Background: an optimization exercise with open tools, aiming at small area, a short achievable clock period and few clock cycles per item. Do not read the settings as production practice. In this exercise RTL edits were held to simulation tests only and were not proved equivalent to the original. No activity file was given, so power comes from the tool's default toggle rates.

==> branch nickel <==
// wallace_multi
module wallace_multi (
    input clk,
    input rst,
    input [15:0] a,
    input [15:0] b,
    output reg [31:0] p,
    output reg done
);
clock: 4.0 ns
lec_check: 0
cap_margin: 20
core_margin: 2
core_utilization: 40
cts_buf_list: sky130_fd_sc_hd__clkbuf_4
setup_slack_margin: 1.6
slew_margin: 20
synth_hierarchical: 1
standard.sh (not shown) runs the stock make flow with config.mk's settings and CLKGATE_MAP_FILE= SYNTH_SCRIPT=/design/flow/synth_recipe.tcl, a recipe that flattens the netlist after the stock synthesis.
==> flow/flow/run.sh <==
#!/bin/bash
set -euo pipefail
export BUFFER_PORTS_ARGS="-buffer_cell sky130_fd_sc_hd__buf_2"
bash standard.sh finish > orfs_make.log 2>&1
==> branch amber (differences from branch nickel) <==
Settings changed: CTS_BUF_LIST sky130_fd_sc_hd__clkbuf_4 to default.
==> results.txt <==
Cells and area
The layout overhead on the synthesized area is 15.5%. The final layout net count is 1,173. The share of the final layout cell area in multi-input gates is 49.2%. In the final layout, the share of cells above drive strength 1 is 21.2%.

The final instance area is 12,700 um^2.

STA
Of the available clock period, the critical path in the final layout requires 60.3%. On the final layout, the worst clock skew is 0.0329 ns.

Outcome
The run finished with no timing, DRC or antenna violations.

Critical path
Data on the critical path arrives at its endpoint at 2.98 ns.

Detailed routing
The average wire length per cell after detail routing is between 15 and 20 um. After detailed routing, the number of vias per cell comes to approximately 5.

Pwr
VDD sags by at most 0.450 mV. The power per standard cell area is ~820 nW/um^2.

GRT
The met1 global-route usage is 22.6%.

Clocking
Counting the buffers created by CTS gives 61. The master cell of the clock root buffer is sky130_fd_sc_hd__clkbuf_4.
-- figures above: branch nickel

==> results.txt <==
Pwr
IR analysis of the VDD net gives a maximum drop of 0.412 mV.

Detailed routing
The mean number of vias per cell is 5.05. After detailed routing, the average wire length per cell comes to 17.8 um.

STA
The worst clock skew is 0.0157 ns. The part of the cycle the worst path needs is 60.1%.

Outcome
The flow ran to the end and the layout has no timing, DRC or antenna violations.

Cells and area
Multi-input logic gates represent a cell area share of 48.6%. The final layout net count is 1,140.

Critical path
Data arrives at the worst endpoint at around 2.8 ns.

Clocking
In this run the clock root is driven by a sky130_fd_sc_hd__clkbuf_16. The number of clock buffers inserted by TritonCTS is 26.
-- figures above: branch amber

Testbench counts of branch nickel, summed over its fixed seeds: cycles 16,024, items 16,000.
Testbench counts of branch amber, summed over its fixed seeds: cycles 16,024, items 16,000.

========
==> run a: inputs <==
wallace_multi again, from the RTL that the note above started with.
export LEC_CHECK = 0
export CAP_MARGIN = 20
export CORE_MARGIN = 2
export CORE_UTILIZATION = 40
export CTS_BUF_LIST = sky130_fd_sc_hd__clkbuf_4
export CTS_CLUSTER_DIAMETER = 60
export CTS_CLUSTER_SIZE = 10
export SETUP_SLACK_MARGIN = 1.6
export SLEW_MARGIN = 20
export SYNTH_HIERARCHICAL = 1
create_clock -name core_clock -period 4.0 [get_ports {clk}]
Scripts as last shown in full above: flow/flow/run.sh
==> run b (differences from run a) <==
Settings changed: CTS_BUF_LIST sky130_fd_sc_hd__clkbuf_4 to sky130_fd_sc_hd__clkbuf_8, CTS_CLUSTER_DIAMETER 60 to unset, CTS_CLUSTER_SIZE 10 to 30.
==> out/results.txt <==
H-Tree Depth = 2
vias in the first global route = 7204
initial antenna violation count = 0
min cycle time layout = 2.41 ns
Fillers = 2424
n_diodes = 0
status = no timing/DRC/antenna violations
Non-clock buffer share = 0.0328
Total GRT Usage = 0.170
overall power = 10.8 mW
Met3 Wirelength = 1480 um
first-pass GRT wire length = 38400 um
Clk pwr share = 0.223
crit path DAT = 2.83 ns
R2R Setup Slk = 1.59 ns
Hold Buf Count CTS = 0
wire length on met2 = 10600 um
Slew @ Worst Pin = 0.712 ns
[end of results for run b]
==> out/results.txt <==
min cycle time layout = 2.43 ns
Longest Clk Path Bufs = 3
first-pass GRT wire length = 38000 um
Fillers = 2456
R2R Setup Slk = 1.57 ns
n_diodes = 1
setup slack at placement = 1.42 ns
Slew @ Worst Pin = 0.737 ns
H-Tree Depth = 1
Met3 Wirelength = 1430 um
wire length on met2 = 10400 um
Plain + repair buffers = 82
initial antenna violation count = 1
Hold Buf Count CTS = 1
vias in the first global route = 7080
status = no timing/DRC/antenna violations
overall power = 9.81 mW
Non-clock buffer share = 0.0382
[end of results for run a]
Testbench counts of run a, summed over its fixed seeds: cycles 16,024, items 16,000.
Testbench counts of run b, summed over its fixed seeds: cycles 16,024, items 16,000.

[afterwards: timing with drivers on the ports]
The results above use ideal ports. As a check the final layouts listed here were re-extracted and re-timed, cells and wires unchanged.
Step 1 (the two cells are an assumption about what drives the block):
set clk [get_ports {clk}]
set_driving_cell -lib_cell sky130_fd_sc_hd__clkbuf_16 $clk
set_driving_cell -lib_cell sky130_fd_sc_hd__buf_2 [delete_from_list [all_inputs] $clk]
Step 2, shift: input delay + t, output delay - t, t = (earliest + latest rising clock arrival at the registers) / 2. This alone moves slack from input paths to output paths.
a / b / c = ideal / step 1 / step 2; a / b = the first two.
run | t (ns) | setup slack, ns | hold slack, ns | slew at the worst register clock pin (ns) | cell pins on the clock port's net
branch nickel | 0.704 | 1.587 / 1.587 / 1.587 | 0.217 / 0.198 / 0.316 | 0.07 / 0.07 | 1
branch amber | 0.563 | 1.595 / 1.595 / 1.595 | 0.076 / 0.053 / 0.325 | 0.07 / 0.07 | 1
run a | 0.728 | 1.573 / 1.573 / 1.573 | 0.202 / 0.177 / 0.331 | 0.11 / 0.11 | 1
run b | 0.561 | 1.592 / 1.592 / 1.592 | 0.079 / 0.061 / 0.324 | 0.07 / 0.07 | 1
After both steps setup and hold are still met in every run listed.
